Source: an optimization exercise on an open RTL-to-GDS flow (aim: small area). Production flows keep margins and buffers that such runs may drop.
Where RTL was checked, it was by simulation tests only, not by an equivalence proof against the original.
For run 3, only the layout was checked, not whether the RTL still works.
No activity file was given, so power comes from the tool's default toggle rates.

`flow/design.v`:
```
module hart #(
    parameter RESET_ADDR = 32'h00000000
) (
    input  wire        i_clk,
    input  wire        i_rst,
    output wire [31:0] o_imem_raddr,
    input  wire [31:0] i_imem_rdata,
    output wire [31:0] o_dmem_addr,
    output wire        o_dmem_ren,
    output wire        o_dmem_wen,
    output wire [31:0] o_dmem_wdata,
    output wire [ 3:0] o_dmem_mask,
    input  wire [31:0] i_dmem_rdata,
    output wire        o_retire_valid,
    output wire [31:0] o_retire_inst,
    output wire        o_retire_trap,
    output wire        o_retire_halt,
    output wire [ 4:0] o_retire_rs1_raddr,
    output wire [ 4:0] o_retire_rs2_raddr,
    output wire [31:0] o_retire_rs1_rdata,
    output wire [31:0] o_retire_rs2_rdata,
    output wire [ 4:0] o_retire_rd_waddr,
    output wire [31:0] o_retire_rd_wdata,
    output wire [31:0] o_retire_pc,
    output wire [31:0] o_retire_next_pc
);
    localparam [2:0] S_CLR  = 3'd0,    
                     S_FST  = 3'd1,    
                     S_MAIN = 3'd2,
                     S_X0   = 3'd3,
                     S_X1   = 3'd4,
                     S_X2   = 3'd5,
                     S_F    = 3'd6;
    localparam [2:0] P_RS2  = 3'd7;    
    reg  [4:0] t;
    reg  [2:0] st;
    wire       t0  = (t == 5'd0);
    wire       t31 = (t == 5'd31);
    wire [31:0] inst = i_imem_rdata;
    wire [6:0]  opc  = inst[6:0];
    wire [2:0]  f3   = inst[14:12];
    wire [6:0]  f7   = inst[31:25];
    wire [4:0]  rd   = inst[11:7];
    wire [4:0]  rs1  = inst[19:15];
    wire [4:0]  rs2  = inst[24:20];
    wire op_lui   = (opc == 7'b0110111);
    wire op_auipc = (opc == 7'b0010111);
    wire op_jal   = (opc == 7'b1101111);
    wire op_jalr  = (opc == 7'b1100111);
    wire op_br    = (opc == 7'b1100011);
    wire op_load  = (opc == 7'b0000011);
    wire op_store = (opc == 7'b0100011);
    wire op_imm   = (opc == 7'b0010011);
    wire op_reg   = (opc == 7'b0110011);
    wire f7_zero  = (f7 == 7'b0000000);
    wire f7_alt   = (f7 == 7'b0100000);
    wire is_lui   = op_lui;
    wire is_auipc = op_auipc;
    wire is_jal   = op_jal;
    wire is_jalr  = op_jalr & (f3 == 3'b000);
    wire is_br    = op_br & (f3[2:1] != 2'b01);
    wire is_load  = op_load & (f3[1:0] != 2'b11) & ~(f3[2] & f3[1]);
    wire is_store = op_store & ~f3[2] & (f3[1:0] != 2'b11);
    wire is_opi   = op_imm & ((f3[1:0] != 2'b01) | (f3 == 3'b001 & f7_zero) |
                              (f3 == 3'b101 & (f7_zero | f7_alt)));
    wire is_opr   = op_reg & (f7_zero | (f7_alt & (f3 == 3'b000 | f3 == 3'b101)));
    wire is_ebrk  = (inst == 32'h00100073);
    wire is_alu   = is_opi | is_opr;
    wire legal    = is_lui | is_auipc | is_jal | is_jalr | is_br | is_load |
                    is_store | is_alu | is_ebrk;
    wire is_shift = is_alu & (f3[1:0] == 2'b01);
    wire is_slt   = is_alu & (f3[2:1] == 2'b01);
    wire sh_right = f3[2];
    wire sh_arith = inst[30];
    wire is_sub   = is_opr & (f3 == 3'b000) & inst[30];
    wire use_rs1  = ~(is_lui | is_auipc | is_jal);
    wire use_rs2  = is_opr | is_store | is_br;
    wire wr_rd    = is_alu | is_load | is_lui | is_auipc | is_jal | is_jalr;
    wire [2:0] ep = (st == S_FST) ? (use_rs2 ? P_RS2 : S_MAIN) : st;
    wire p_clr  = (st == S_CLR);
    wire p_rs2  = (ep == P_RS2);
    wire p_main = (ep == S_MAIN);
    wire p_x0   = (ep == S_X0);
    wire p_x1   = (ep == S_X1);
    wire p_x2   = (ep == S_X2);
    wire p_f    = (ep == S_F);
    wire p_sh   = p_x0 | p_x1 | p_x2;
    wire fin = (p_main & ~(is_slt | is_shift | is_load | is_store | is_br)) |
               (p_x0 & (is_slt | is_load | is_br)) |
               (p_x2 & sh_right) |
               p_f;
    reg  [31:0] op1, op2, res, npc;
    reg  [29:0] pc;
    wire        op1_in, op2_in, res_in, npc_in;
    wire [31:0] rf_lsb;
    wire        rf_bit = rf_lsb[p_rs2 ? rs2 : rs1];
    wire        we_rd;
    wire        wbit = ~p_clr & res_in;
    assign rf_lsb[0] = 1'b0;
    genvar r;
    generate
        for (r = 1; r < 32; r = r + 1) begin : g_rf
            reg  [31:0] q;
            wire we = p_clr | (we_rd & (rd == r));
            always @(posedge i_clk)
                q <= {we ? wbit : q[0], q[31:1]};
            assign rf_lsb[r] = q[0];
        end
    endgenerate
    wire f_u = op_lui | op_auipc;
    wire f_j = op_jal;
    wire f_b = op_br;
    wire f_s = op_store;
    wire [31:0] mv = {inst[31:12], inst[31:20]};
    wire m = mv[t];
    wire [7:0] lv = {3'b000, inst[11:7]};
    wire l = lv[t[2:0]];
    wire ge12 = (t >= 5'd12);
    wire le4  = (t <= 5'd4);
    wire t11  = (t == 5'd11);
    wire tz   = (t == 5'd0);
    wire imm_t = f_u ? (ge12 & m) :
                   f_j ? (tz ? 1'b0 : t11 ? inst[20] : t[4] & (t[3] | t[2]) ? inst[31] : m) :
                   (f_s | f_b) ? ((f_b & tz) ? 1'b0 : le4 ? l : (f_b & t11) ? inst[7] : ge12 ? inst[31] : m) :
                   (ge12 ? inst[31] : m);
    wire four_t = (t == 5'd2);
    reg  c;           
    reg  aux;         
    reg  off0, off1;  
    wire [1:0] dg = {off1, off0};
    reg  nc;          
    wire a_alu = is_lui ? 1'b0 : (is_auipc | is_jal | is_jalr) ? npc[0] : rf_bit;
    wire b_alu = (is_jal | is_jalr) ? four_t :
                 is_shift           ? 1'b0 :
                 (is_opr | is_br)   ? op2[0] : imm_t;
    wire binv  = is_sub | is_slt | is_br;
    wire bb    = b_alu ^ binv;
    wire cin   = t0 ? binv : c;
    wire sum   = a_alu ^ bb ^ cin;
    wire cout  = (a_alu & bb) | (a_alu & cin) | (bb & cin);
    reg  alu_out;
    always @(*) begin
        alu_out = sum;
        if (is_alu)
            case (f3)
                3'b100:  alu_out = a_alu ^ b_alu;
                3'b110:  alu_out = a_alu | b_alu;
                3'b111:  alu_out = a_alu & b_alu;
                default: alu_out = sum;
            endcase
    end
    wire cmp_signed = is_br ? ~f3[1] : ~f3[0];
    wire lt     = ~cout ^ (cmp_signed & (a_alu ^ b_alu));
    wire eq_all = aux & ~(a_alu ^ b_alu);
    wire taken  = f3[2] ? (lt ^ f3[0]) : (eq_all ^ f3[0]);
    wire [4:0] shamt = is_opr ? op2[5:1] : rs2;
    wire [1:0] dg_next = p_main ? shamt[1:0] : p_x0 ? shamt[3:2] : {1'b0, shamt[4]};
    reg sh_bit;
    always @(*) begin
        sh_bit = res[0];
        if (sh_right) begin
            if (p_x0)
                case (dg)
                    2'd1: sh_bit = (t <= 5'd30) ? res[1] : (sh_arith & aux);
                    2'd2: sh_bit = (t <= 5'd29) ? res[2] : (sh_arith & aux);
                    2'd3: sh_bit = (t <= 5'd28) ? res[3] : (sh_arith & aux);
                    default: sh_bit = res[0];
                endcase
            else if (p_x1)
                case (dg)
                    2'd1: sh_bit = (t <= 5'd27) ? res[4]  : (sh_arith & aux);
                    2'd2: sh_bit = (t <= 5'd23) ? res[8]  : (sh_arith & aux);
                    2'd3: sh_bit = (t <= 5'd19) ? res[12] : (sh_arith & aux);
                    default: sh_bit = res[0];
                endcase
            else
                sh_bit = dg[0] ? ((t <= 5'd15) ? res[16] : (sh_arith & aux)) : res[0];
        end else begin
            if (p_x0)
                case (dg)
                    2'd1: sh_bit = (t >= 5'd1) & op1[31];
                    2'd2: sh_bit = (t >= 5'd2) & op1[30];
                    2'd3: sh_bit = (t >= 5'd3) & op1[29];
                    default: sh_bit = res[0];
                endcase
            else if (p_x1)
                case (dg)
                    2'd1: sh_bit = (t >= 5'd4)  & op1[28];
                    2'd2: sh_bit = (t >= 5'd8)  & op1[24];
                    2'd3: sh_bit = (t >= 5'd12) & op1[20];
                    default: sh_bit = res[0];
                endcase
            else
                sh_bit = dg[0] ? ((t >= 5'd16) & op1[16]) : res[0];
        end
    end
    wire mis = (f3[1:0] == 2'b01 & off0) | (f3[1:0] == 2'b10 & (off0 | off1));
    wire mem_trap = (is_load | is_store) & mis;
    reg  ld_tap, st_tap;
    always @(*) begin
        case ({off1, off0})
            2'd0: begin ld_tap = res[0];  st_tap = op2[0];  end
            2'd1: begin ld_tap = res[8];  st_tap = op2[24]; end
            2'd2: begin ld_tap = res[16]; st_tap = op2[16]; end
            default: begin ld_tap = res[24]; st_tap = op2[8]; end
        endcase
    end
    wire ld_in  = f3[1] | (f3[0] ? ~t[4] : (t[4:3] == 2'b00));
    wire ld_bit = ld_in ? ld_tap : (~f3[2] & aux);
    wire st_bit = (t[4:3] == 2'b00) ? op2[0] : st_tap;
    assign res_in = p_main ? alu_out :
                    p_x0 ? (is_slt ? (t0 & c) : is_load ? ld_bit : sh_bit) :
                    (p_x1 | p_x2) ? sh_bit :
                    res[0];
    assign op1_in = p_main ? (is_store ? st_bit : (use_rs1 & rf_bit)) :
                    p_f ? rf_bit :
                    (p_sh & is_shift & ~sh_right) ? res[0] :
                    op1[0];
    assign op2_in = p_rs2 ? rf_bit : (use_rs2 & op2[0]);
    wire redir = is_jal | is_jalr | (is_br & aux);
    wire a_n   = is_jalr ? rf_bit : npc[0];
    wire b_n   = redir ? imm_t : four_t;
    wire cin_n = ~t0 & nc;
    wire sum_n = a_n ^ b_n ^ cin_n;
    wire cout_n = (a_n & b_n) | (a_n & cin_n) | (b_n & cin_n);
    wire [31:0] reset_addr = RESET_ADDR;
    assign npc_in = p_clr ? reset_addr[t] :
                    fin ? (sum_n & ~(t0 & is_jalr)) :
                    npc[0];
    assign we_rd = fin & wr_rd & ~mem_trap;
    wire ld_cap = t31 & p_main & is_load;
    always @(posedge i_clk) begin
        op1 <= {op1_in, op1[31:1]};
        op2 <= {op2_in, op2[31:1]};
        npc <= {npc_in, npc[31:1]};
        res <= ld_cap ? i_dmem_rdata : {res_in, res[31:1]};
        c   <= (t31 & p_main) ? lt : cout;
        nc  <= cout_n;
        if (p_main)
            aux <= is_br ? (t31 ? taken : ((t0 | aux) & ~(a_alu ^ b_alu))) : rf_bit;
        else if (p_x0 & is_load & ld_in)
            aux <= ld_tap;
        if (t31 & (p_main | p_x0 | p_x1) & is_shift)
            {off1, off0} <= dg_next;
        else begin
            if (p_main & t0)
                off0 <= alu_out;
            if (p_main & (t == 5'd1))
                off1 <= alu_out;
        end
        if (t31)
            pc <= {npc_in, npc[31:3]};
    end
    always @(posedge i_clk) begin
        if (i_rst) begin
            t  <= 5'd0;
            st <= S_CLR;
        end else begin
            t <= t + 5'd1;
            if (t31) begin
                if (p_clr | fin)
                    st <= S_FST;
                else if (p_rs2)
                    st <= S_MAIN;
                else if (p_main)
                    st <= is_store ? S_F : S_X0;
                else if (p_x0)
                    st <= S_X1;
                else if (p_x1)
                    st <= S_X2;
                else
                    st <= S_F;
            end
        end
    end
    assign o_imem_raddr       = {pc, 2'b00};
    assign o_retire_pc        = {pc, 2'b00};
    assign o_retire_inst      = inst;
    assign o_retire_valid     = t31 & fin & ~p_clr;
    assign o_retire_trap      = ~legal | mem_trap | (redir & npc[2]);
    assign o_retire_halt      = is_ebrk;
    assign o_retire_rs1_raddr = use_rs1 ? rs1 : 5'd0;
    assign o_retire_rs2_raddr = use_rs2 ? rs2 : 5'd0;
    assign o_retire_rd_waddr  = wr_rd ? rd : 5'd0;
    assign o_retire_rs1_rdata = {op1_in, op1[31:1]};
    assign o_retire_rs2_rdata = {op2_in, op2[31:1]};
    assign o_retire_rd_wdata  = {res_in, res[31:1]};
    assign o_retire_next_pc   = {npc_in, npc[31:3], 2'b00};
    assign o_dmem_addr  = {res_in, res[31:3], 2'b00};
    assign o_dmem_wdata = {op1_in, op1[31:1]};
    assign o_dmem_ren   = t31 & p_main & is_load & ~mis;
    assign o_dmem_wen   = t31 & p_main & is_store & ~mis;
    assign o_dmem_mask  = (f3[1:0] == 2'b00) ? (4'b0001 << {off1, off0}) :
                          (f3[1:0] == 2'b01) ? (off1 ? 4'b1100 : 4'b0011) :
                                               4'b1111;
endmodule
`default_nettype wire
```
`flow/flow/run.sh`:
```
#!/bin/bash
# Layout flow: the standard flow, with three changes:
#  1. after the standard synthesis, the combinational logic is mapped again
#     by ABC for area (amap; the smallest of a few scripts); the
#     flip-flops are kept as they are, with
#     their names and cell types;
#  2. the port buffers are the smallest buffer (buf_1);
#  3. a clock tree of clkbuf_4 without dummy loads.
set -euo pipefail
here=$(pwd)
R=$here/orfs/results/sky130hd/hart/base
LIB=$FLOW_HOME/platforms/sky130hd/lib/sky130_fd_sc_hd__tt_025C_1v80.lib

# 1. standard synthesis, up to the Yosys netlist
bash standard.sh $R/1_2_yosys.v > synth.log 2>&1
cp $R/1_2_yosys.v $here/standard_synth.v

# 2. remap the combinational logic: a few ABC area scripts, keep the smallest
DU=$(sed 's/^/-dont_use /' flow/dont_use.txt | tr '\n' ' ')
SEQ=$(grep -o '^ *sky130_fd_sc_hd__[a-z0-9_]*' standard_synth.v | sort -u | grep -E '__(df|edf|sdf|dl|conb)' | tr '\n' ' ')
scripts=(
  "strash;dch,-f;amap,-F,20,-A,20;topo"
  "strash;dch,-f;amap,-F,20,-A,20,-E,1;topo"
  "strash;&get,-n;&deepsyn,-T,60;&put;dch,-f;amap,-F,20,-A,20;topo"
  "strash;&get,-n;&deepsyn,-T,60;&put;dch,-f;amap,-F,20,-A,20,-E,1;topo"
)
for i in "${!scripts[@]}"; do
  cat > remap_$i.ys <<EOY
read_liberty -ignore_miss_func $LIB
read_verilog $here/standard_synth.v
hierarchy -top hart
blackbox $SEQ
flatten
opt_clean -purge
abc -liberty $LIB $DU -script +${scripts[$i]}
opt_clean -purge
splitnets
opt_clean -purge
hilomap -singleton -hicell sky130_fd_sc_hd__conb_1 HI -locell sky130_fd_sc_hd__conb_1 LO
insbuf -buf sky130_fd_sc_hd__buf_4 A X
opt_clean -purge
tee -o $here/remap_$i.stat stat -liberty $LIB
write_verilog -noattr -nohex -nodec $here/remap_$i.v
EOY
  yosys -s remap_$i.ys > remap_$i.log 2>&1 &
done
wait
best=$(for i in "${!scripts[@]}"; do
  echo "$(grep 'Chip area for module' remap_$i.stat | tail -1 | awk '{print $NF}') $i"
done | sort -g | head -1 | awk '{print $2}')
echo "remap: candidate $best chosen" > remap_choice.txt
for i in "${!scripts[@]}"; do grep 'Chip area for module' remap_$i.stat | tail -1 >> remap_choice.txt; done
python3 flow/remap.py remap_$best.v $R/1_2_yosys.v

# 3. the rest of the standard flow
export BUFFER_PORTS_ARGS="-buffer_cell sky130_fd_sc_hd__buf_1"
export CTS_ARGS="-sink_clustering_enable -repair_clock_nets -buf_list sky130_fd_sc_hd__clkbuf_4 -dont_use_dummy_load -sink_clustering_size 12 -sink_clustering_max_diameter 40"
bash standard.sh > layout.log 2>&1
```
`flow/flow/dont_use.txt`:
```
sky130_fd_sc_hd__lpflow_bleeder_1
sky130_fd_sc_hd__lpflow_clkbufkapwr_1
sky130_fd_sc_hd__lpflow_clkbufkapwr_16
sky130_fd_sc_hd__lpflow_clkbufkapwr_2
sky130_fd_sc_hd__lpflow_clkbufkapwr_4
sky130_fd_sc_hd__lpflow_clkbufkapwr_8
sky130_fd_sc_hd__lpflow_clkinvkapwr_1
sky130_fd_sc_hd__lpflow_clkinvkapwr_16
sky130_fd_sc_hd__lpflow_clkinvkapwr_2
sky130_fd_sc_hd__lpflow_clkinvkapwr_4
sky130_fd_sc_hd__lpflow_clkinvkapwr_8
sky130_fd_sc_hd__lpflow_decapkapwr_12
sky130_fd_sc_hd__lpflow_decapkapwr_3
sky130_fd_sc_hd__lpflow_decapkapwr_4
sky130_fd_sc_hd__lpflow_decapkapwr_6
sky130_fd_sc_hd__lpflow_decapkapwr_8
sky130_fd_sc_hd__lpflow_inputiso0n_1
sky130_fd_sc_hd__lpflow_inputiso0p_1
sky130_fd_sc_hd__lpflow_inputiso1n_1
sky130_fd_sc_hd__lpflow_inputiso1p_1
sky130_fd_sc_hd__lpflow_inputisolatch_1
sky130_fd_sc_hd__lpflow_isobufsrc_1
sky130_fd_sc_hd__lpflow_isobufsrc_16
sky130_fd_sc_hd__lpflow_isobufsrc_2
sky130_fd_sc_hd__lpflow_isobufsrc_4
sky130_fd_sc_hd__lpflow_isobufsrc_8
sky130_fd_sc_hd__lpflow_isobufsrckapwr_16
sky130_fd_sc_hd__lpflow_lsbuf_lh_hl_isowell_tap_1
sky130_fd_sc_hd__lpflow_lsbuf_lh_hl_isowell_tap_2
sky130_fd_sc_hd__lpflow_lsbuf_lh_hl_isowell_tap_4
sky130_fd_sc_hd__lpflow_lsbuf_lh_isowell_4
sky130_fd_sc_hd__lpflow_lsbuf_lh_isowell_tap_1
sky130_fd_sc_hd__lpflow_lsbuf_lh_isowell_tap_2
sky130_fd_sc_hd__lpflow_lsbuf_lh_isowell_tap_4
sky130_fd_sc_hd__probe_p_8
sky130_fd_sc_hd__probec_p_8
```
`flow/flow/remap.py`:
```
#!/usr/bin/env python3
# Keep only module hart from a Yosys netlist that also holds the cell models.
import re, sys
src = open(sys.argv[1]).read()
m = re.search(r'^module hart\s*\(.*?^endmodule\s*$', src, re.M | re.S)
open(sys.argv[2], 'w').write(m.group(0) + '\n')
```
`flow/standard.sh`:
```
#!/bin/bash
# synth_recipe.tcl (not shown) runs the flow's synth.tcl, then flattens the netlist and writes it again
# the make line also repeats each setting of config.mk as NAME=value (left out here)
make -C /OpenROAD-flow-scripts/flow DESIGN_CONFIG=/design/flow/config.mk WORK_HOME=/design/flow/orfs CLKGATE_MAP_FILE= SYNTH_SCRIPT=/design/flow/synth_recipe.tcl "${@:-finish}"
```
`flow/config.mk`:
```
export PLATFORM = sky130hd
export DESIGN_NAME = hart
export DESIGN_NICKNAME = hart
export VERILOG_FILES = /design/flow/design.v
export SDC_FILE = /design/flow/constraint.sdc
export NUM_CORES = 8
export LEC_CHECK = 0
export ABC_AREA = 1
export CAP_MARGIN = 20
export CORE_MARGIN = 2
export CORE_UTILIZATION = 40
export GPL_TIMING_DRIVEN = 0
export SETUP_SLACK_MARGIN = 0.5
export SLEW_MARGIN = 20
```
`flow/constraint.sdc`:
```
create_clock -name core_clock -period 13.0 [get_ports {i_clk}]
set_input_delay 2.6000 -clock core_clock [delete_from_list [all_inputs] [get_ports {i_clk}]]
set_output_delay 2.6000 -clock core_clock [all_outputs]
set_load 0.01 [all_outputs]
```
==> results of run 1 <==
==> power groups by stage <==
| stage | registers [uW] | logic, uW | clock network, uW |
|---|---|---|---|
| after floorplan | 3670 | 74.0 | 0 |
| after global placement | 3670 | 130 | 0 |
| after detailed placement | 3670 | 130 | 0 |
| after CTS | 3590 | 131 | 1530 |
| after global routing | 3600 | 142 | 1670 |
| final | 3590 | 133 | 1450 |
==> cell type report <==
class | instances | area (sq um) | area share (%)
inverter | 75 | 285 | 0.887
sequential | 1163 | 23600 | 73.4
timing repair buffer | 371 | 1430 | 4.44
multi-input combinational | 439 | 2530 | 7.87
buffer | 284 | 2130 | 6.63
antenna | 7 | 17.5 | 0.0545
clock buffer | 130 | 976 | 3.03
tap | 940 | 1180 | 3.66
==> timing repair <==
item                                    CTS  global route
gates resized for setup                   8             8
pin swaps                                 1             0
buffers inserted                          1             0
endpoints found under the setup margin    2             2
==> through the flow <==
step	setup TNS, ps	cells	util, %
finish	0	3409	45.8
global placement	-1900	3270	44.2
global route	0	3405	45.7
detailed placement	-1510	3271	44.3
floorplan	0	1961	-
CTS	0	3402	45.7
==> worst max-delay path, delay by kind of cell <==
family                 cells  cell delay [ps]
buffers and inverters      9             1980
AND/OR/NAND/NOR           11             2380
AO/OA/AOI/OAI             12             2420
==> registers in the layout (all words and copies together) (netlist names) <==
signal  flops
g_rf.q    992
op2        32
t           5
c           1
npc        32
st          3
nc          1
aux         1
off1        1
off0        1
op1        32
pc         30
res        32
==> placed cells by master, fill, tap and decap left out, types with 14 or more instances in the layout <==
cell type	n
dfxtp_1	1130
buf_1	367
buf_4	285
clkbuf_4	130
nor2_1	91
o21ai_0	90
clkinv_1	72
edfxtp_1	33
o22a_1	31
nand2_1	30
o22ai_1	19
a21oi_1	18
nor3_1	17
nand3_1	16
a31oi_1	14
==> worst paths after layout <==
check | start | end | slack [ps] | cells past startpoint
min reg2reg | g_rf[6].q[28] | g_rf[6].q[27] | 250 | 0
max | i_imem_rdata[2] | o_retire_rd_wdata[31] | 1010 | 32
max reg2reg | st[2] | g_rf[31].q[31] | 6530 | 20
min | g_rf[6].q[28] | g_rf[6].q[27] | 250 | 0
==> per-layer routing <==
metal	vias up	share of wire, %	GRT usage (%)
met5	-	0.013	0
met4	2	3.3	6.95
met3	137	6.4	4.01
met2	609	48	27.3
met1	7053	42	19.7
li1	7152	-	-
==> flow_metrics.tcl, run 1 <==
set metrics [dict create \
    status "finished clean" \
    cts_hold_buf 0 \
    p_leak_uw 0.0127 \
    io_buffers 369 \
    power_density_mw_per_mm2 161 \
    grt_pass1_vias 14609 \
    drt.antenna.violating_nets 0 \
    firstDrtPassIters 5 \
    clock_skew_ps 106 \
    worst_hold_slack_ps 252 \
    syn_to_final_growth_pct 12.9 \
    start_util_pct 40.5 \
    die-area_sq_mm 0.0733 \
    setup_viol 0 \
    seqPwrFrac_pct 69.5 \
    layout_min_cycle_time_ps 11990 \
    criticalPathCategory "in2out" \
    route.detailed.drc 0 \
    cts_max_path_buffers 3 \
    final_layout_size_suffix_gt1_share_pct 17.5 \
    cp_max_fo 6 \
    power.internal_uw 4100 \
    critPathLaunchType "input port" \
    fin_crit_sh_pct 92.2 \
    finalHoldViolCount 0 \
    path_clk_slew_ps 110 \
    grt_pass1_wl_microns 88600 \
    post-dp-hpwl_microns 44200 \
    synthesis.area_sq_mm 0.0285 \
    p_sw_share_pct 20.8 \
    power_uw 5170 \
    grt_overflow 0 \
    cts_tree "built" \
    first_iter_violations 935 \
    hold_class "reg2reg" \
    core_sq_mm 0.0703 \
    clk_latency_ps 930 \
    max_cap_viol_count 0 \
    die_y_microns 271 \
    placed_area_sq_mm 0.0311 \
    rows 97 \
    cp_data_arrival_time_ps 9390 \
    rsz0062_at_grt "false" \
    required_ps 10400 \
    crit_path_frequent_cell "clkinv_1" \
    grt_max_degree 34 \
    ioPinCount 378 \
    vias 14953 \
    cts_sinks 1163 \
    drt_wl_total_microns 60200 \
    fin_area_sq_mm 0.0322 \
    cts_buffers 130 \
    htree_num_levels 4 \
    p_comb_share_pct 2.6 \
    cts-root-buf "clkbuf_4" \
    synth_area_per_cell_sq_um 14.6 \
    drv_slew 0 \
    gp_congestion 0.935 \
    pwr-share-clk_pct 28.0 \
    fillers 6363 \
    ir_drop_mv 0.104 \
    pre_cts_ws_ps -800 \
    max_freq_ghz 0.0834 \
    dieWidth_microns 271 \
    synthCells 1954 \
    antenna_found_initial 4 \
    grt_usage_pct 16.2 \
    cp_slowest_cell "o22ai_2" \
    wire_per_inst_microns 17.7 \
    crit_path_max_incr_delay_ps 330 \
    p_sw_uw 1080 \
    setup_slack_ps 1010 \
    yosys_warnings 1 \
    via_per_inst 4.39 \
    slew_headroom_pct 22.9 \
    end_kind "primary output" \
    fin_nets 2530 \
    worst_pin_slew_ps 1150 \
]
==> run 2, diff against run 1 <==
--- a/flow/config.mk
+++ b/flow/config.mk
@@ -9,6 +9,5 @@
 export CAP_MARGIN = 20
 export CORE_MARGIN = 2
 export CORE_UTILIZATION = 40
-export GPL_TIMING_DRIVEN = 0
 export SETUP_SLACK_MARGIN = 0.5
 export SLEW_MARGIN = 20
==> run 2 against run 1 <==
Compared with the run above:
- sequential power about the same
- critical path depth decreased by 1
- critical path type unchanged
- largest cell class unchanged
- still clean
- non-clock buffer count shrank 271
- maximum frequency increased by 1.8%
- worst setup slack gained 220 ps
- synthesized area unchanged
- worst hold slack better by 21 ps
- wire length decreased by 3.0%
- clock power fell by 6%
- final area is 6.8% lower
- flip-flop and latch count unchanged
==> flow_metrics.tcl, run 2 <==
set metrics [dict create \
    status "finished clean" \
    cts_buffers 117 \
    die-area_sq_mm 0.0733 \
    top_register "g_rf.q" \
    p_leak_uw 0.0112 \
    p_comb_share_pct 2.2 \
    required_ps 10400 \
    cp_max_fo 14 \
    yosys_warnings 1 \
    grt_pass1_wl_microns 85900 \
    wire_per_inst_microns 18.7 \
    post-dp-hpwl_microns 42700 \
    clk_latency_ps 860 \
    power_density_mw_per_mm2 169 \
    end_kind "primary output" \
    drt.antenna.violating_nets 0 \
    synthesis.area_sq_mm 0.0285 \
    drt_wl_total_microns 58400 \
    syn_to_final_growth_pct 5.19 \
    grt_overflow 0 \
    crit_path_frequent_cell "clkinv_1" \
    cts_tree "built" \
    grt_max_degree 35 \
    dieWidth_microns 271 \
    hold_class "reg2reg" \
    cts_sinks 1163 \
    worst_pin_slew_ps 1070 \
    synthCells 1954 \
    clock_skew_ps 92.4 \
    fin_crit_sh_pct 90.6 \
    cts_max_path_buffers 3 \
    via_per_inst 4.44 \
    post_cts_buffers 0 \
    setup_viol 0 \
    crit_path_max_incr_delay_ps 410 \
    cp_slowest_cell "clkinv_1" \
    ioPinCount 378 \
    drv_slew 0 \
    rows 97 \
    max_cap_viol_count 0 \
    ir_drop_mv 0.0989 \
    mostFrequentLayoutCell "dfxtp_1" \
    route.detailed.drc 0 \
    pwr-share-clk_pct 26.9 \
    first_iter_violations 730 \
    rsz0062_at_grt "false" \
    layout_min_cycle_time_ps 11770 \
    firstDrtPassIters 6 \
    critPathLaunchType "input port" \
    core_sq_mm 0.0703 \
    seqPwrFrac_pct 70.9 \
    synth_area_per_cell_sq_um 14.6 \
    pre_cts_ws_ps 976 \
    finalHoldViolCount 0 \
    final_cell_mix "dfxtp_1 (1130), buf_1 (369), clkbuf_4 (117)" \
    gp_congestion 0.933 \
    path_clk_slew_ps 110 \
    io_buffers 369 \
    fin_util_pct 42.6 \
    final_layout_size_suffix_gt1_share_pct 6.34 \
    cts-root-buf "clkbuf_4" \
    max_freq_ghz 0.0849 \
    htree_num_levels 3 \
    cp_data_arrival_time_ps 9170 \
    vias 13852 \
    placed_area_sq_mm 0.0291 \
    criticalPathCategory "in2out" \
    p_sw_share_pct 20.5 \
    slew_headroom_pct 28.1 \
    power.internal_uw 4030 \
    largest_reg_flops 992 \
    die_y_microns 271 \
    grt_pass1_vias 13463 \
    power_uw 5060 \
    start_util_pct 40.5 \
    setup_slack_ps 1230 \
    setup-tns-final_ps 0 \
    p_sw_uw 1040 \
    fin_area_sq_mm 0.0300 \
    antenna_found_initial 3 \
    fin_nets 2246 \
    grt_usage_pct 15.7 \
]
-- run 2: power by group through the flow --
stage	sequential (uW)	combinational (uW)	clock, uW
floorplan	3670	74.0	0
global placement	3670	112	0
detailed placement	3670	109	0
CTS	3590	110	1440
global route	3600	118	1580
finish	3590	111	1360
-- run 2: repair_timing --
action,4_1_cts,5_1_grt
setup endpoints to repair,0,2
gates resized for setup,0,6
hold buffers,0,0
hold endpoints to repair,0,0
-- run 2: final timing paths --
path	endpoint	slack, ps	cells past startpoint	startpoint
max	o_dmem_addr[31]	1230	31	i_imem_rdata[14]
min reg2reg	g_rf[19].q[13]	270	0	g_rf[19].q[14]
min	g_rf[19].q[13]	270	0	g_rf[19].q[14]
max reg2reg	aux	6830	22	st[2]
-- run 2: layout make-up --
class / instances / area (sq um)
Sequential cell: 1163 / 23600
Timing Repair Buffer: 384 / 1500
Tap cell: 940 / 1180
Fill cell: 6516 / 40300
Clock buffer: 117 / 878
Antenna cell: 5 / 12.5
Inverter: 75 / 282
Multi-Input combinational cell: 439 / 2500
-- run 2: through the flow --
| step | hold slack [ps] | std cells |
|---|---|---|
| 3_5_place_dp | 312 | 3001 |
| 2_1_floorplan | 310 | 1961 |
| 3_3_place_gp | 310 | 3001 |
| 6_report | 273 | 3123 |
| 4_1_cts | 258 | 3118 |
| 5_1_grt | 243 | 3123 |
-- run 2: routing by layer --
| layer | up-vias | share of wire (%) | track usage (%) |
|---|---|---|---|
| met2 | 473 | 48 | 26.2 |
| met4 | 0 | 3.0 | 5.92 |
| met5 | - | 0 | 0 |
| met1 | 6674 | 44 | 19.6 |
| met3 | 113 | 5.6 | 3.68 |
| li1 | 6592 | - | - |
-- run 2: critical path: cells and delay by family --
kind / cells / cell delay, ps
AOI/OAI and AO/OA: 13 / 2790
buffers and inverters: 10 / 2110
and+or+nand+nor: 8 / 1660
==> run 3, diff against run 2 <==
--- a/flow/design.v
+++ b/flow/design.v
@@ -248,7 +248,7 @@
             if (p_main & (t == 5'd1))
                 off1 <= alu_out;
         end
-        if (t31)
+        if (t31 & (fin | p_clr))
             pc <= {npc_in, npc[31:3]};
     end
     always @(posedge i_clk) begin
--- a/flow/flow/run.sh
+++ b/flow/flow/run.sh
@@ -54,5 +54,5 @@
 
 # 3. the rest of the standard flow
 export BUFFER_PORTS_ARGS="-buffer_cell sky130_fd_sc_hd__buf_1"
-export CTS_ARGS="-sink_clustering_enable -repair_clock_nets -buf_list sky130_fd_sc_hd__clkbuf_4 -dont_use_dummy_load -sink_clustering_size 12 -sink_clustering_max_diameter 40"
+export CTS_ARGS="-sink_clustering_enable -repair_clock_nets -buf_list sky130_fd_sc_hd__clkbuf_16 -dont_use_dummy_load -sink_clustering_size 38 -sink_clustering_max_diameter 60"
 bash standard.sh > layout.log 2>&1
==> run 3 against run 2 <==
Compared with the run above:
- worst hold slack worse by 30 ps
- non-clock buffer count is 1 lower
- flip-flop and latch count stayed put
- wire length is 3.9% higher
- synthesized area is 0.27% higher
- power is 8.8% higher
- sequential share of layout area is 1.3 points lower
- cell count is 1.2% lower
- global-route usage is 0.40 points higher
- utilization is 0.65 points higher
- clock power is 24% higher
- final area is 1.7% higher
==> flow_metrics.tcl, run 3 <==
set metrics [dict create \
    criticalPathCategory "in2out" \
    worstSetupStartpoint "i_imem_rdata[13]" \
    cts-root-buf "clkbuf_16" \
    critPathLaunchType "input port" \
    synthCells 1982 \
    slew_headroom_pct 41.0 \
    layout_min_cycle_time_ps 11600 \
    ir_drop_mv 0.102 \
    top_register "g_rf.q" \
    dieWidth_microns 271 \
    max_freq_ghz 0.0862 \
    cts_buffers 52 \
    start_util_pct 40.6 \
    grt_overflow 0 \
    wire_per_inst_microns 19.7 \
    final_layout_size_suffix_gt1_share_pct 3.22 \
    cts_sinks 1163 \
    synth_area_per_cell_sq_um 14.4 \
    timing.rr.end "g_rf[27].q[31]" \
    core_sq_mm 0.0704 \
    setup-tns-final_ps 0 \
    clock_skew_ps 103 \
    cts_max_path_buffers 3 \
    die_y_microns 271 \
    die-area_sq_mm 0.0735 \
    rows 97 \
    grt_max_degree 39 \
    crit_end "o_dmem_addr[31]" \
    drt.antenna.violating_nets 0 \
    power_density_mw_per_mm2 181 \
    max_cap_viol_count 0 \
    setup_viol 0 \
    via_per_inst 4.40 \
    required_ps 10400 \
    firstDrtPassIters 5 \
    cp_data_arrival_time_ps 9000 \
    mostFrequentLayoutCell "dfxtp_1" \
    worstRegToRegCells 23 \
    grt_pass1_vias 13190 \
    end_kind "primary output" \
    drt_wl_total_microns 60700 \
    fin_util_pct 43.3 \
    clk_latency_ps 660 \
    finalHoldViolCount 0 \
    hold_class "reg2reg" \
    route.detailed.drc 0 \
    synthesis.area_sq_mm 0.0286 \
    cp_max_fo 9 \
    post-dp-hpwl_microns 44900 \
    vias 13565 \
    first_iter_violations 935 \
    antenna_found_initial 1 \
    rsz0062_at_grt "false" \
    htree_num_levels 2 \
    fin_nets 2208 \
    grt_pass1_wl_microns 87500 \
    io_buffers 369 \
    p_leak_uw 0.0113 \
    ioPinCount 378 \
    grt_usage_pct 16.1 \
    timing.rr.start "st[1]" \
    fin_crit_sh_pct 89.2 \
    drv_slew 0 \
    rrSetupSlack_ps 6620 \
    gp_congestion 0.896 \
    yosys_warnings 1 \
    path_clk_slew_ps 120 \
    worst_pin_slew_ps 876 \
    cts_tree "built" \
    final_cell_mix "dfxtp_1 (1130), buf_1 (369), nor2_1 (100)" \
    largest_reg_flops 992 \
    status "finished clean" \
    syn_to_final_growth_pct 6.69 \
]
run 3: timing repair:
item / in CTS / in global routing
setup endpoints to repair: 0 / 2
hold buffers: 0 / 0
hold endpoints to repair: 0 / 0
gates resized for setup: 0 / 2
setup buffers: 0 / 0
run 3: critical path, stage by stage:
cell       delay, ps
buf_1            340
nor2_1           180
a221oi_1         330
nor2_1           100
o2111ai_1        350
nor2_1           170
clkinv_1         130
nand2_1          140
nor2_4           340
nand2_1           90
nand2_1          230
clkinv_1         210
o22ai_1          330
clkinv_1         140
nor2_1           280
a222oi_1         170
a32oi_1          220
a22oi_1          120
o21ai_0          720
o22ai_1          260
o21ai_0          350
clkinv_1         180
nor2_1           130
a21oi_1           70
o22ai_1          250
clkinv_1         330
buf_1            220
run 3: per-layer routing:
| metal | share of wire (%) | GRT usage, % | up-vias |
|---|---|---|---|
| met5 | 0.018 | 0 | - |
| met4 | 3.0 | 4.93 | 2 |
| met3 | 5.8 | 3.32 | 101 |
| met2 | 46 | 26.5 | 444 |
| met1 | 45 | 21.3 | 6533 |
| li1 | - | - | 6485 |
run 3: power by group:
group / switching, uW / internal (uW)
clock: 978 / 714
combinational: 131 / 53.0
sequential: 28.7 / 3610
total: 1140 / 4370
run 3: stage by stage:
stage	hold slack [ps]	cell area, sq um	std cells	worst slack (ps)	power (uW)
3_3_place_gp	310	29100	3026	1450	3900
3_5_place_dp	312	29100	3028	1060	3900
2_1_floorplan	310	28600	1989	3260	3850
6_report	243	30500	3085	1400	5510
4_1_cts	246	30400	3080	1050	5570
5_1_grt	238	30500	3080	589	5710
run 3: area by class of cell:
type                    instances  area, sq um
flip-flops and latches       1163        23600
inverters                      96          360
well taps                     940         1180
clock buffers                  52         1300
fillers                      6374        39900
repair buffers                383         1510
diodes                          5         12.5
multi-input cells             446         2490
run 3: worst min path at each step:
stage | startpoint | to | cells after the start
2_1_floorplan | g_rf[10].q[1] | g_rf[10].q[0] | 0
3_3_place_gp | g_rf[15].q[4] | g_rf[15].q[3] | 0
3_5_place_dp | g_rf[13].q[27] | g_rf[13].q[26] | 0
4_1_cts | g_rf[30].q[15] | g_rf[30].q[14] | 0
5_1_grt | g_rf[30].q[15] | g_rf[30].q[14] | 0
6_report | g_rf[30].q[15] | g_rf[30].q[14] | 0
==> run 4, diff against run 3 <==
--- a/flow/design.v
+++ b/flow/design.v
@@ -248,7 +248,7 @@
             if (p_main & (t == 5'd1))
                 off1 <= alu_out;
         end
-        if (t31 & (fin | p_clr))
+        if (t31)
             pc <= {npc_in, npc[31:3]};
     end
     always @(posedge i_clk) begin
--- a/flow/flow/run.sh
+++ b/flow/flow/run.sh
@@ -54,5 +54,5 @@
 
 # 3. the rest of the standard flow
 export BUFFER_PORTS_ARGS="-buffer_cell sky130_fd_sc_hd__buf_1"
-export CTS_ARGS="-sink_clustering_enable -repair_clock_nets -buf_list sky130_fd_sc_hd__clkbuf_16 -dont_use_dummy_load -sink_clustering_size 38 -sink_clustering_max_diameter 60"
+export CTS_ARGS="-sink_clustering_enable -repair_clock_nets -buf_list sky130_fd_sc_hd__clkbuf_4 -dont_use_dummy_load -sink_clustering_size 13 -sink_clustering_max_diameter 40"
 bash standard.sh > layout.log 2>&1
==> run 4 against run 3 <==
Compared with the run above:
- critical path depth up 4
- clock power down 21%
- worst hold slack lost 4.8 ps
- sequential power shrank 1%
- synthesized area decreased by 0.27%
- critical endpoint unchanged
- die area is 0.27% lower
- maximum frequency down 0.83%
- highest routed layer is now met4
- flip-flop and latch count did not move
- global-route usage shrank 0.43 points
==> flow_metrics.tcl, run 4 <==
set metrics [dict create \
    power_uw 5030 \
    io_buffers 369 \
    synthesis.area_sq_mm 0.0285 \
    yosys_warnings 1 \
    route.detailed.drc 0 \
    path_clk_slew_ps 110 \
    cts_buffers 110 \
    end_kind "primary output" \
    top_register "g_rf.q" \
    holdPathStages 0 \
    drv_slew 0 \
    grt_pass1_wl_microns 85700 \
    fin_util_pct 42.6 \
    grt_overflow 0 \
    worst_hold_slack_ps 238 \
    fillers 6508 \
    synthCells 1954 \
    final_cell_mix "dfxtp_1 (1130), buf_1 (369), clkbuf_4 (110)" \
    grt_usage_pct 15.6 \
    drt.antenna.violating_nets 0 \
    finalHoldViolCount 0 \
    post_cts_buffers 0 \
    cp_data_arrival_time_ps 9100 \
    criticalPathCategory "in2out" \
    rrSetupSlack_ps 6830 \
    vias 13853 \
    p_leak_uw 0.0112 \
    drt_wl_total_microns 58400 \
    cts-root-buf "clkbuf_4" \
    post-dp-hpwl_microns 42700 \
    largest_reg_flops 992 \
    via_per_inst 4.45 \
    syn_to_final_growth_pct 5.00 \
    placed_area_sq_mm 0.0291 \
    antenna_found_initial 3 \
    critPathLaunchType "input port" \
    start_util_pct 40.5 \
    crit_path_frequent_cell "clkinv_1" \
    slew_headroom_pct 26.6 \
    worst_pin_slew_ps 1090 \
    cp_slowest_cell "o21ai_1" \
    grt_pass1_vias 13416 \
    seq_area_sq_mm 0.0236 \
    hold_path_end "g_rf[17].q[21]" \
    cp_max_fo 14 \
    core_sq_mm 0.0703 \
    max_cap_viol_count 0 \
    htree_num_levels 3 \
    hold_class "reg2reg" \
    dieWidth_microns 271 \
    setup-tns-final_ps 0 \
    cts_tree "built" \
    cts_resized 0 \
    ioPinCount 378 \
    clk_latency_ps 880 \
    crit_path_max_incr_delay_ps 400 \
    worstRegToRegCells 22 \
    power_density_mw_per_mm2 168 \
    gp_congestion 0.933 \
    setup_viol 0 \
    holdCritStartpoint "g_rf[17].q[22]" \
    synth_area_per_cell_sq_um 14.6 \
    fin_crit_sh_pct 90.0 \
    die_y_microns 271 \
    grt_max_degree 35 \
    layout_min_cycle_time_ps 11700 \
    die-area_sq_mm 0.0733 \
    cts_max_path_buffers 3 \
    max_freq_ghz 0.0855 \
    first_iter_violations 692 \
    cts_sinks 1163 \
    final_layout_size_suffix_gt1_share_pct 6.03 \
    rows 97 \
    status "finished clean" \
    rsz0062_at_grt "false" \
    firstDrtPassIters 5 \
    mostFrequentLayoutCell "dfxtp_1" \
    ir_drop_mv 0.0861 \
    fin_nets 2239 \
    clock_skew_ps 93.6 \
    fin_area_sq_mm 0.0299 \
    timing.rr.end "aux" \
    timing.rr.start "st[2]" \
    multi_input_area_sq_mm 0.00250 \
    wire_per_inst_microns 18.7 \
    cts_hold_buf 0 \
    required_ps 10400 \
]
[run 4: cell types whose count changed in the layout (fill, tap and decap cells not counted), sizes merged, moves of 4 or more]
cell,previous run,this run
nor2b,2,8
nor2,102,94
o221ai,14,9
nor3,22,18
o21ai,97,93
a21oi,32,19
clkinv,96,74
nand2,25,30
a31oi,7,14
o2111ai,6,2
clkbuf,52,110
[run 4: critical path, delay by kind of cell]
kind,cells,cell delay [ps]
AOI/OAI and AO/OA,13,2780
buffers and inverters,10,2050
and+or+nand+nor,8,1630
[run 4: layout make-up]
cell class / count / area share, %
clock buffer: 110 / 2.76
sequential: 1163 / 79.0
multi-input combinational: 439 / 8.36
tap: 940 / 3.93
antenna: 4 / 0.0335
timing repair buffer: 384 / 5.01
inverter: 75 / 0.941
[run 4: through the flow]
step / std cells / setup WS, ps
after CTS: 3111 / 952
after global routing: 3115 / 568
final: 3115 / 1300
after floorplan: 1961 / 3150
after detailed placement: 3001 / 976
after global placement: 3001 / 1160
[run 4: metal layers]
layer  up-vias  share of wire, %  global-route usage, %
met5         -                 0                      0
met4         0               3.1                   6.06
met3       109               5.5                   3.65
met2       502                48                   26.1
met1      6660                44                   19.6
li1       6582                 -                      -
[run 4: worst max path at each step]
stage	start	to	depth (start not counted)
3_5_place_dp	i_imem_rdata[14]	o_dmem_addr[31]	31
4_1_cts	i_imem_rdata[14]	o_dmem_addr[31]	31
2_1_floorplan	i_imem_rdata[3]	o_retire_rd_wdata[31]	30
3_3_place_gp	i_imem_rdata[14]	o_dmem_addr[31]	31
6_report	i_imem_rdata[14]	o_dmem_addr[31]	31
5_1_grt	i_imem_rdata[12]	o_dmem_addr[31]	33
[run 4: where the power goes]
part / leakage, uW / switching [uW] / internal [uW] / total, uW
logic: 0.00129 / 77.9 / 32.0 / 110
clock network: 0.000506 / 943 / 389 / 1330
registers: 0.00941 / 9.27 / 3580 / 3590
==> run 5, diff against run 4 <==
--- a/flow/flow/run.sh
+++ b/flow/flow/run.sh
@@ -54,5 +54,5 @@
 
 # 3. the rest of the standard flow
 export BUFFER_PORTS_ARGS="-buffer_cell sky130_fd_sc_hd__buf_1"
-export CTS_ARGS="-sink_clustering_enable -repair_clock_nets -buf_list sky130_fd_sc_hd__clkbuf_4 -dont_use_dummy_load -sink_clustering_size 13 -sink_clustering_max_diameter 40"
+export CTS_ARGS="-sink_clustering_enable -repair_clock_nets -buf_list sky130_fd_sc_hd__clkbuf_4 -dont_use_dummy_load -sink_clustering_size 12 -sink_clustering_max_diameter 46"
 bash standard.sh > layout.log 2>&1
==> run 5 against run 4 <==
Compared with the run above:
- still clean
- maximum frequency down 0.28%
- worst hold slack better by 58 ps
- highest routed layer unchanged
- power about the same
- critical path type unchanged
==> flow_metrics.tcl, run 5 <==
set metrics [dict create \
    antenna_found_initial 4 \
    htree_num_levels 3 \
    first_iter_violations 727 \
    synth_area_per_cell_sq_um 14.6 \
    grt_pass1_vias 13448 \
    final_cell_mix "dfxtp_1 (1130), buf_1 (369), clkbuf_4 (111)" \
    ir_drop_mv 0.101 \
    post_cts_buffers 0 \
    drt_wl_total_microns 58400 \
    mostFrequentLayoutCell "dfxtp_1" \
    cts_max_path_buffers 3 \
    start_util_pct 40.5 \
    vias 13815 \
    p_sw_share_pct 20.5 \
    ioPinCount 378 \
    cp_data_arrival_time_ps 9130 \
    drv_slew 0 \
    route.detailed.drc 0 \
    cts_buffers 111 \
    p_leak_uw 0.0112 \
    max_freq_ghz 0.0852 \
    multi_input_area_sq_mm 0.00250 \
    rows 97 \
    cts-root-buf "clkbuf_4" \
    drt.antenna.violating_nets 0 \
    grt_max_degree 35 \
    max_cap_viol_count 0 \
    cts_tree "built" \
    layout_min_cycle_time_ps 11730 \
    holdCritStartpoint "g_rf[19].q[14]" \
    cp_slowest_cell "clkinv_1" \
    rrSetupSlack_ps 6820 \
    timing.rr.end "aux" \
    die-area_sq_mm 0.0733 \
    path_clk_slew_ps 100 \
    io_buffers 369 \
    syn_to_final_growth_pct 5.03 \
    timing.rr.start "st[2]" \
    criticalPathCategory "in2out" \
    post-dp-hpwl_microns 42700 \
    cts_sinks 1163 \
    slew_headroom_pct 30.6 \
    yosys_warnings 1 \
    pwr-share-clk_pct 26.5 \
    setup_viol 0 \
    clk_latency_ps 860 \
    p_sw_uw 1030 \
    holdPathStages 0 \
    required_ps 10400 \
    power.internal_uw 4010 \
    fin_area_sq_mm 0.0299 \
    fillers 6512 \
    grt_usage_pct 15.7 \
    grt_pass1_wl_microns 86000 \
    grt_overflow 0 \
    setup-tns-final_ps 0 \
    die_y_microns 271 \
    synthesis.area_sq_mm 0.0285 \
    seqPwrFrac_pct 71.3 \
    dieWidth_microns 271 \
    finalHoldViolCount 0 \
    crit_path_frequent_cell "clkinv_1" \
    cp_max_fo 14 \
    firstDrtPassIters 5 \
    clock_skew_ps 76.2 \
    power_density_mw_per_mm2 168 \
    p_comb_share_pct 2.2 \
    critPathLaunchType "input port" \
    core_sq_mm 0.0703 \
    rsz0062_at_grt "false" \
    synthCells 1954 \
    fin_nets 2240 \
    placed_area_sq_mm 0.0291 \
    gp_congestion 0.933 \
    end_kind "primary output" \
    fin_crit_sh_pct 90.2 \
    via_per_inst 4.43 \
    largest_reg_flops 992 \
    worstRegToRegCells 22 \
    hold_path_end "g_rf[19].q[13]" \
    worst_hold_slack_ps 296 \
    wire_per_inst_microns 18.7 \
    crit_path_max_incr_delay_ps 420 \
    worst_pin_slew_ps 1030 \
    final_layout_size_suffix_gt1_share_pct 6.08 \
    cts_hold_buf 0 \
    hold_class "reg2reg" \
    seq_area_sq_mm 0.0236 \
    status "finished clean" \
    top_register "g_rf.q" \
]
## run 5: changes by cell type in the layout (fill, tap and decap cells not counted)
cell,change
clkbuf_4,+1
diode_2,+1
## run 5: layout make-up
cell class | count | share of cell area, %
Clock buffer | 111 | 2.79
Tap cell | 940 | 3.93
Antenna cell | 5 | 0.0418
Sequential cell | 1163 | 78.9
Multi-Input combinational cell | 439 | 8.36
Timing Repair Buffer | 384 | 5.01
Inverter | 75 | 0.941
## run 5: worst max-delay path by stage
stage                           startpoint                     to
after floorplan            i_imem_rdata[3]  o_retire_rd_wdata[31]
after global placement    i_imem_rdata[14]        o_dmem_addr[31]
after detailed placement  i_imem_rdata[14]        o_dmem_addr[31]
after CTS                 i_imem_rdata[14]        o_dmem_addr[31]
after global routing      i_imem_rdata[12]        o_dmem_addr[31]
final                     i_imem_rdata[14]        o_dmem_addr[31]
## run 5: power by group through the flow
stage                     combinational [uW]  clock, uW  sequential [uW]
after floorplan                         74.0          0             3670
after global placement                   112          0             3670
after detailed placement                 109          0             3670
after CTS                                110       1420             3590
after global routing                     118       1560             3600
final                                    110       1340             3590
## run 5: through the flow
stage | instances | worst slack (ps) | power, uW | util, %
after detailed placement | 3001 | 976 | 3780 | 41.3
after global placement | 3001 | 1160 | 3790 | 41.3
after global routing | 3117 | 568 | 5270 | 42.6
after floorplan | 1961 | 3150 | 3740 | -
after CTS | 3112 | 952 | 5130 | 42.5
final | 3117 | 1270 | 5040 | 42.6
## run 5: critical path: cells and delay by family
| kind | cells | cell delay, ps |
|---|---|---|
| compound gates | 13 | 2740 |
| buf+inv | 10 | 2090 |
| simple gates | 8 | 1670 |
## run 5: timing repair
action / 4_1_cts / 5_1_grt
resized for setup: 0 / 6
hold endpoints to repair: 0 / 0
endpoints found under the setup margin: 0 / 2
## run 5: routing by layer
metal,vias up,share of wire [%],GRT usage (%)
li1,6573,-,-
met1,6654,44,19.7
met2,478,48,26.1
met3,110,5.2,3.75
met4,0,3.2,6.09
met5,-,0,0
==> run 6, diff against run 5 <==
--- a/flow/flow/run.sh
+++ b/flow/flow/run.sh
@@ -54,5 +54,5 @@
 
 # 3. the rest of the standard flow
 export BUFFER_PORTS_ARGS="-buffer_cell sky130_fd_sc_hd__buf_1"
-export CTS_ARGS="-sink_clustering_enable -repair_clock_nets -buf_list sky130_fd_sc_hd__clkbuf_4 -dont_use_dummy_load -sink_clustering_size 12 -sink_clustering_max_diameter 46"
+export CTS_ARGS="-sink_clustering_enable -repair_clock_nets -buf_list sky130_fd_sc_hd__clkbuf_4 -dont_use_dummy_load -sink_clustering_size 13 -sink_clustering_max_diameter 35"
 bash standard.sh > layout.log 2>&1
--- a/flow/config.mk
+++ b/flow/config.mk
@@ -9,5 +9,6 @@
 export CAP_MARGIN = 20
 export CORE_MARGIN = 2
 export CORE_UTILIZATION = 40
+export PLACE_DENSITY = 0.85
 export SETUP_SLACK_MARGIN = 0.5
 export SLEW_MARGIN = 20
==> run 6 against run 5 <==
Compared with the run above:
- still clean
- first-iteration DRC count increased by 41%
- critical path depth grew 1
- global-route usage down 0.73 points
- wire length shrank 3.6%
- maximum frequency fell by 0.29%
- worst hold slack got worse by 66 ps
- critical path type unchanged
==> flow_metrics.tcl, run 6 <==
set metrics [dict create \
    status "finished clean" \
    gp_congestion 0.953 \
    final_layout_size_suffix_gt1_share_pct 5.98 \
    slew_headroom_pct 38.4 \
    p_leak_uw 0.0112 \
    vias 13993 \
    crit_path_max_incr_delay_ps 420 \
    path_clk_slew_ps 120 \
    antenna_found_initial 5 \
    cts-root-buf "clkbuf_4" \
    end_kind "primary output" \
    dieWidth_microns 271 \
    core_sq_mm 0.0703 \
    cp_slowest_cell "buf_1" \
    max_cap_viol_count 0 \
    worst_hold_slack_ps 230 \
    route.detailed.drc 0 \
    die-area_sq_mm 0.0733 \
    grt_max_degree 35 \
    fillers 6214 \
    setup_viol 0 \
    synthesis.area_sq_mm 0.0285 \
    crit_path_frequent_cell "clkinv_1" \
    clk_latency_ps 890 \
    fin_nets 2241 \
    grt_overflow 0 \
    post-dp-hpwl_microns 41200 \
    seq_area_sq_mm 0.0236 \
    fin_crit_sh_pct 90.5 \
    timing.rr.start "st[2]" \
    die_y_microns 271 \
    cts_buffers 117 \
    synth_area_per_cell_sq_um 14.6 \
    htree_num_levels 3 \
    ir_drop_mv 0.0766 \
    cts_tree "built" \
    cts_hold_buf 0 \
    drt_wl_total_microns 56300 \
    rrSetupSlack_ps 6460 \
    largest_reg_flops 992 \
    grt_usage_pct 15.0 \
    cp_max_fo 9 \
    cp_data_arrival_time_ps 9170 \
    criticalPathCategory "in2out" \
    grt_pass1_vias 13548 \
    top_register "g_rf.q" \
    io_buffers 369 \
    multi_input_area_sq_mm 0.00249 \
    wire_per_inst_microns 18.1 \
    worstRegToRegCells 23 \
    syn_to_final_growth_pct 5.03 \
    clock_skew_ps 172 \
    via_per_inst 4.49 \
    dp.cells 2996 \
    first_iter_violations 1022 \
    start_util_pct 40.5 \
    stdcell_count 3117 \
    ioPinCount 378 \
    yosys_warnings 1 \
    required_ps 10400 \
    grt_pass1_wl_microns 82600 \
    mostFrequentLayoutCell "dfxtp_1" \
    worst_pin_slew_ps 916 \
    layout_min_cycle_time_ps 11770 \
    final_cell_mix "dfxtp_1 (1130), buf_1 (369), clkbuf_4 (117)" \
    rsz0062_at_grt "false" \
    firstDrtPassIters 7 \
    setup-tns-final_ps 0 \
    drv_slew 0 \
    max_freq_ghz 0.0850 \
    drt.antenna.violating_nets 0 \
    post_cts_buffers 0 \
    synthCells 1954 \
    cts_max_path_buffers 3 \
    critPathLaunchType "input port" \
    hold_class "reg2reg" \
    finalHoldViolCount 0 \
    holdPathStages 0 \
    worstSetupStartpoint "i_imem_rdata[12]" \
    power_density_mw_per_mm2 169 \
    rows 97 \
    holdCritStartpoint "g_rf[6].q[31]" \
    cts_sinks 1163 \
]
==> run 6: report_power, final <==
group	internal (uW)	leakage, uW	switching [uW]
registers	3580	0.00941	9.11
logic	31.3	0.00126	73.3
clock network	412	0.000538	949
==> run 6: area by class of cell <==
type / instances / share of cell area (%)
flip-flops and latches: 1163 / 78.9
multi-input cells: 439 / 8.33
repair buffers: 379 / 4.88
well taps: 940 / 3.93
clock buffers: 117 / 2.94
inverters: 75 / 0.941
diodes: 4 / 0.0335
==> run 6: routing by layer <==
layer  routed length, microns  track usage [%]  vias to the layer above
met1                    22900             17.9                     6620
met4                     3020             8.14                        0
met3                     4150             4.17                      153
li1                         -                -                     6574
met2                    26300             24.4                      646
met5                        0                0                        -
==> run 6: worst max-delay path: cells and delay by family <==
family / cells / cell delay (ps)
compound gates: 14 / 2450
buf+inv: 9 / 2160
simple gates: 9 / 1930
==> run 6: worst paths after layout <==
kind,end
max,o_dmem_addr[31]
min reg2reg,g_rf[6].q[30]
max reg2reg,g_rf[6].q[31]
min,g_rf[6].q[30]
==> run 6: per-stage QoR <==
| step | area (sq um) | setup WS [ps] | total power, uW | utilization (%) |
|---|---|---|---|---|
| 6_report | 29900 | 1230 | 5060 | 42.6 |
| 5_1_grt | 29900 | 551 | 5270 | 42.6 |
| 4_1_cts | 29900 | 1140 | 5110 | 42.5 |
| 3_5_place_dp | 29000 | 1200 | 3770 | 41.3 |
| 3_3_place_gp | 29000 | 1430 | 3780 | 41.3 |
| 2_1_floorplan | 28500 | 3150 | 3740 | - |
==> run 6: timing repair <==
action	CTS	global route
endpoints found under the setup margin	0	2
hold endpoints to repair	0	0
resized for setup	0	1
==> run 7, diff against run 6 <==
--- a/flow/flow/run.sh
+++ b/flow/flow/run.sh
@@ -23,6 +23,10 @@
   "strash;dch,-f;amap,-F,20,-A,20,-E,1;topo"
   "strash;&get,-n;&deepsyn,-T,60;&put;dch,-f;amap,-F,20,-A,20;topo"
   "strash;&get,-n;&deepsyn,-T,60;&put;dch,-f;amap,-F,20,-A,20,-E,1;topo"
+  "strash;&get,-n;&deepsyn,-T,60,-S,2;&put;dch,-f;amap,-F,20,-A,20;topo"
+  "strash;&get,-n;&deepsyn,-T,60,-S,3;&put;dch,-f;amap,-F,20,-A,20;topo"
+  "strash;&get,-n;&synch2;&deepsyn,-T,60;&put;dch,-f;amap,-F,20,-A,20;topo"
+  "strash;dc2;&get,-n;&deepsyn,-T,60;&put;dch,-f;amap,-F,20,-A,20;topo"
 )
 for i in "${!scripts[@]}"; do
   cat > remap_$i.ys <<EOY
@@ -54,5 +58,5 @@
 
 # 3. the rest of the standard flow
 export BUFFER_PORTS_ARGS="-buffer_cell sky130_fd_sc_hd__buf_1"
-export CTS_ARGS="-sink_clustering_enable -repair_clock_nets -buf_list sky130_fd_sc_hd__clkbuf_4 -dont_use_dummy_load -sink_clustering_size 13 -sink_clustering_max_diameter 35"
+export CTS_ARGS="-sink_clustering_enable -repair_clock_nets -buf_list sky130_fd_sc_hd__clkbuf_4 -dont_use_dummy_load -sink_clustering_size 12 -sink_clustering_max_diameter 40"
 bash standard.sh > layout.log 2>&1
--- a/flow/config.mk
+++ b/flow/config.mk
@@ -9,6 +9,5 @@
 export CAP_MARGIN = 20
 export CORE_MARGIN = 2
 export CORE_UTILIZATION = 40
-export PLACE_DENSITY = 0.85
 export SETUP_SLACK_MARGIN = 0.5
 export SLEW_MARGIN = 20
==> run 7 against run 6 <==
Compared with the run above:
- critical path depth decreased by 1
- synthesized cell count unchanged
- first-iteration DRC count fell by 29%
- critical path type unchanged
- largest cell class unchanged
- largest power group unchanged
- highest routed layer unchanged
==> flow_metrics.tcl, run 7 <==
set metrics [dict create \
    fin_crit_sh_pct 90.6 \
    ioPinCount 378 \
    cts_buffers 117 \
    start_util_pct 40.5 \
    clk_latency_ps 860 \
    cts_hold_buf 0 \
    top_register "g_rf.q" \
    die-area_sq_mm 0.0733 \
    fillers 6516 \
    drt.antenna.violating_nets 0 \
    synthCells 1954 \
    cts_tree "built" \
    criticalPathCategory "in2out" \
    route.detailed.drc 0 \
    ir_drop_mv 0.0989 \
    cp_slowest_cell "clkinv_1" \
    largest_reg_flops 992 \
    gp_congestion 0.933 \
    synthesis.area_sq_mm 0.0285 \
    cp_data_arrival_time_ps 9170 \
    dieWidth_microns 271 \
    final_cell_mix "dfxtp_1 (1130), buf_1 (369), clkbuf_4 (117)" \
    required_ps 10400 \
    fin_nets 2246 \
    vias 13852 \
    p_leak_uw 0.0112 \
    die_y_microns 271 \
    core_sq_mm 0.0703 \
    critPathLaunchType "input port" \
    antenna_found_initial 3 \
    first_iter_violations 730 \
    via_per_inst 4.44 \
    setup-tns-final_ps 0 \
    firstDrtPassIters 6 \
    io_buffers 369 \
    crit_path_max_incr_delay_ps 410 \
    finalHoldViolCount 0 \
    cts-root-buf "clkbuf_4" \
    drv_slew 0 \
    drt_wl_total_microns 58400 \
    status "finished clean" \
    crit_path_frequent_cell "clkinv_1" \
    htree_num_levels 3 \
    worst_pin_slew_ps 1070 \
    setup_slack_ps 1230 \
    final_layout_size_suffix_gt1_share_pct 6.34 \
    cts_sinks 1163 \
    wire_per_inst_microns 18.7 \
    slew_headroom_pct 28.1 \
    path_clk_slew_ps 110 \
    cp_max_fo 14 \
    setup_viol 0 \
    yosys_warnings 1 \
    cts_max_path_buffers 3 \
    grt_overflow 0 \
    syn_to_final_growth_pct 5.19 \
    end_kind "primary output" \
    max_cap_viol_count 0 \
    grt_pass1_vias 13463 \
    synth_area_per_cell_sq_um 14.6 \
    rows 97 \
    post-dp-hpwl_microns 42700 \
    rsz0062_at_grt "false" \
    pre_cts_ws_ps 976 \
    grt_max_degree 35 \
    power_density_mw_per_mm2 169 \
    clock_skew_ps 92.4 \
    grt_usage_pct 15.7 \
    max_freq_ghz 0.0849 \
    layout_min_cycle_time_ps 11770 \
    hold_class "reg2reg" \
    mostFrequentLayoutCell "dfxtp_1" \
    grt_pass1_wl_microns 85900 \
]
[run 7: layout make-up]
cell class              instances  area [sq um]  share of cell area [%]
clock buffers                 117           878                    2.93
multi-input cells             439          2500                    8.34
inverters                      75           282                   0.940
diodes                          5          12.5                  0.0418
flip-flops and latches       1163         23600                    78.8
well taps                     940          1180                    3.93
repair buffers                384          1500                    5.00
[run 7: stage by stage]
stage | total power [uW] | util (%) | area (sq um) | cells | hold WS, ps
after floorplan | 3740 | - | 28500 | 1961 | 310
after global placement | 3790 | 41.3 | 29100 | 3001 | 310
after detailed placement | 3780 | 41.3 | 29100 | 3001 | 312
after CTS | 5150 | 42.6 | 29900 | 3118 | 258
after global routing | 5290 | 42.6 | 30000 | 3123 | 243
final | 5060 | 42.6 | 30000 | 3123 | 273
[run 7: what timing repair did]
| item | CTS | global route |
|---|---|---|
| gates resized for setup | 0 | 6 |
| buffers inserted | 0 | 0 |
| setup endpoints to repair | 0 | 2 |
[run 7: path summary, 6_finish.rpt]
| path | startpoint | slack (ps) | cells after the start | to |
|---|---|---|---|---|
| worst max-delay path | i_imem_rdata[14] | 1230 | 31 | o_dmem_addr[31] |
| worst min-delay path | g_rf[19].q[14] | 270 | 0 | g_rf[19].q[13] |
| worst max register to register | st[2] | 6830 | 22 | aux |
| worst min register to register | g_rf[19].q[14] | 270 | 0 | g_rf[19].q[13] |
[run 7: power by group]
group	total (uW)	internal, uW	switching [uW]
logic	111	31.9	78.6
clock network	1360	413	949
registers	3590	3580	9.49
[run 7: per-layer routing]
| layer | track usage (%) | vias to the layer above | wire (microns) |
|---|---|---|---|
| met5 | 0 | - | 0 |
| met4 | 5.92 | 0 | 1760 |
| met2 | 26.2 | 473 | 27900 |
| li1 | - | 6592 | - |
| met3 | 3.68 | 113 | 3250 |
| met1 | 19.6 | 6674 | 25500 |
[run 7: critical path, delay by kind of cell]
kind,cells,cell delay [ps]
buf+inv,10,2110
simple gates,8,1660
compound gates,13,2790

==> re-timing with driven ports <==
No port has a modelled driver above. Below, the same layouts with a new extraction and two added sets of constraints.
Step 1, drivers: a clkbuf_16 drives i_clk and a buf_2 each remaining input, both assumed.
Step 2 moves the port delays by t, midway between the first and last clock arrival at a register: inputs arrive t later, outputs are due t later. That takes back most of the time a late clock gives input paths.
Slacks: ideal / step 1 / step 2; pairs: ideal / step 1.
run	t, ns	slack for setup (ns)	worst hold slack (ns)	worst register clock-pin slew, ns	worst data-port slew with drivers (ns)
run 1	0.936	1.012 / 0.928 / 0.928	0.252 / 0.252 / 0.252	0.12 / 0.12	0.11
run 2	0.867	1.228 / 1.199 / 1.199	0.273 / 0.273 / 0.273	0.12 / 0.12	0.12
run 3	0.664	1.399 / 1.372 / 1.372	0.243 / 0.243 / 0.243	0.12 / 0.12	0.14
run 4	0.880	1.301 / 1.269 / 1.269	0.238 / 0.238 / 0.238	0.12 / 0.12	0.12
run 5	0.871	1.268 / 1.240 / 1.240	0.296 / 0.296 / 0.296	0.12 / 0.12	0.12
run 6	0.861	1.234 / 1.201 / 1.201	0.230 / 0.230 / 0.230	0.13 / 0.13	0.10
run 7	0.867	1.228 / 1.199 / 1.199	0.273 / 0.273 / 0.273	0.12 / 0.12	0.12
After both steps every run listed still meets setup and hold. The setup slack of run 1, which loses most, moves by -0.084 ns with the drivers and by -0.084 ns with both steps.
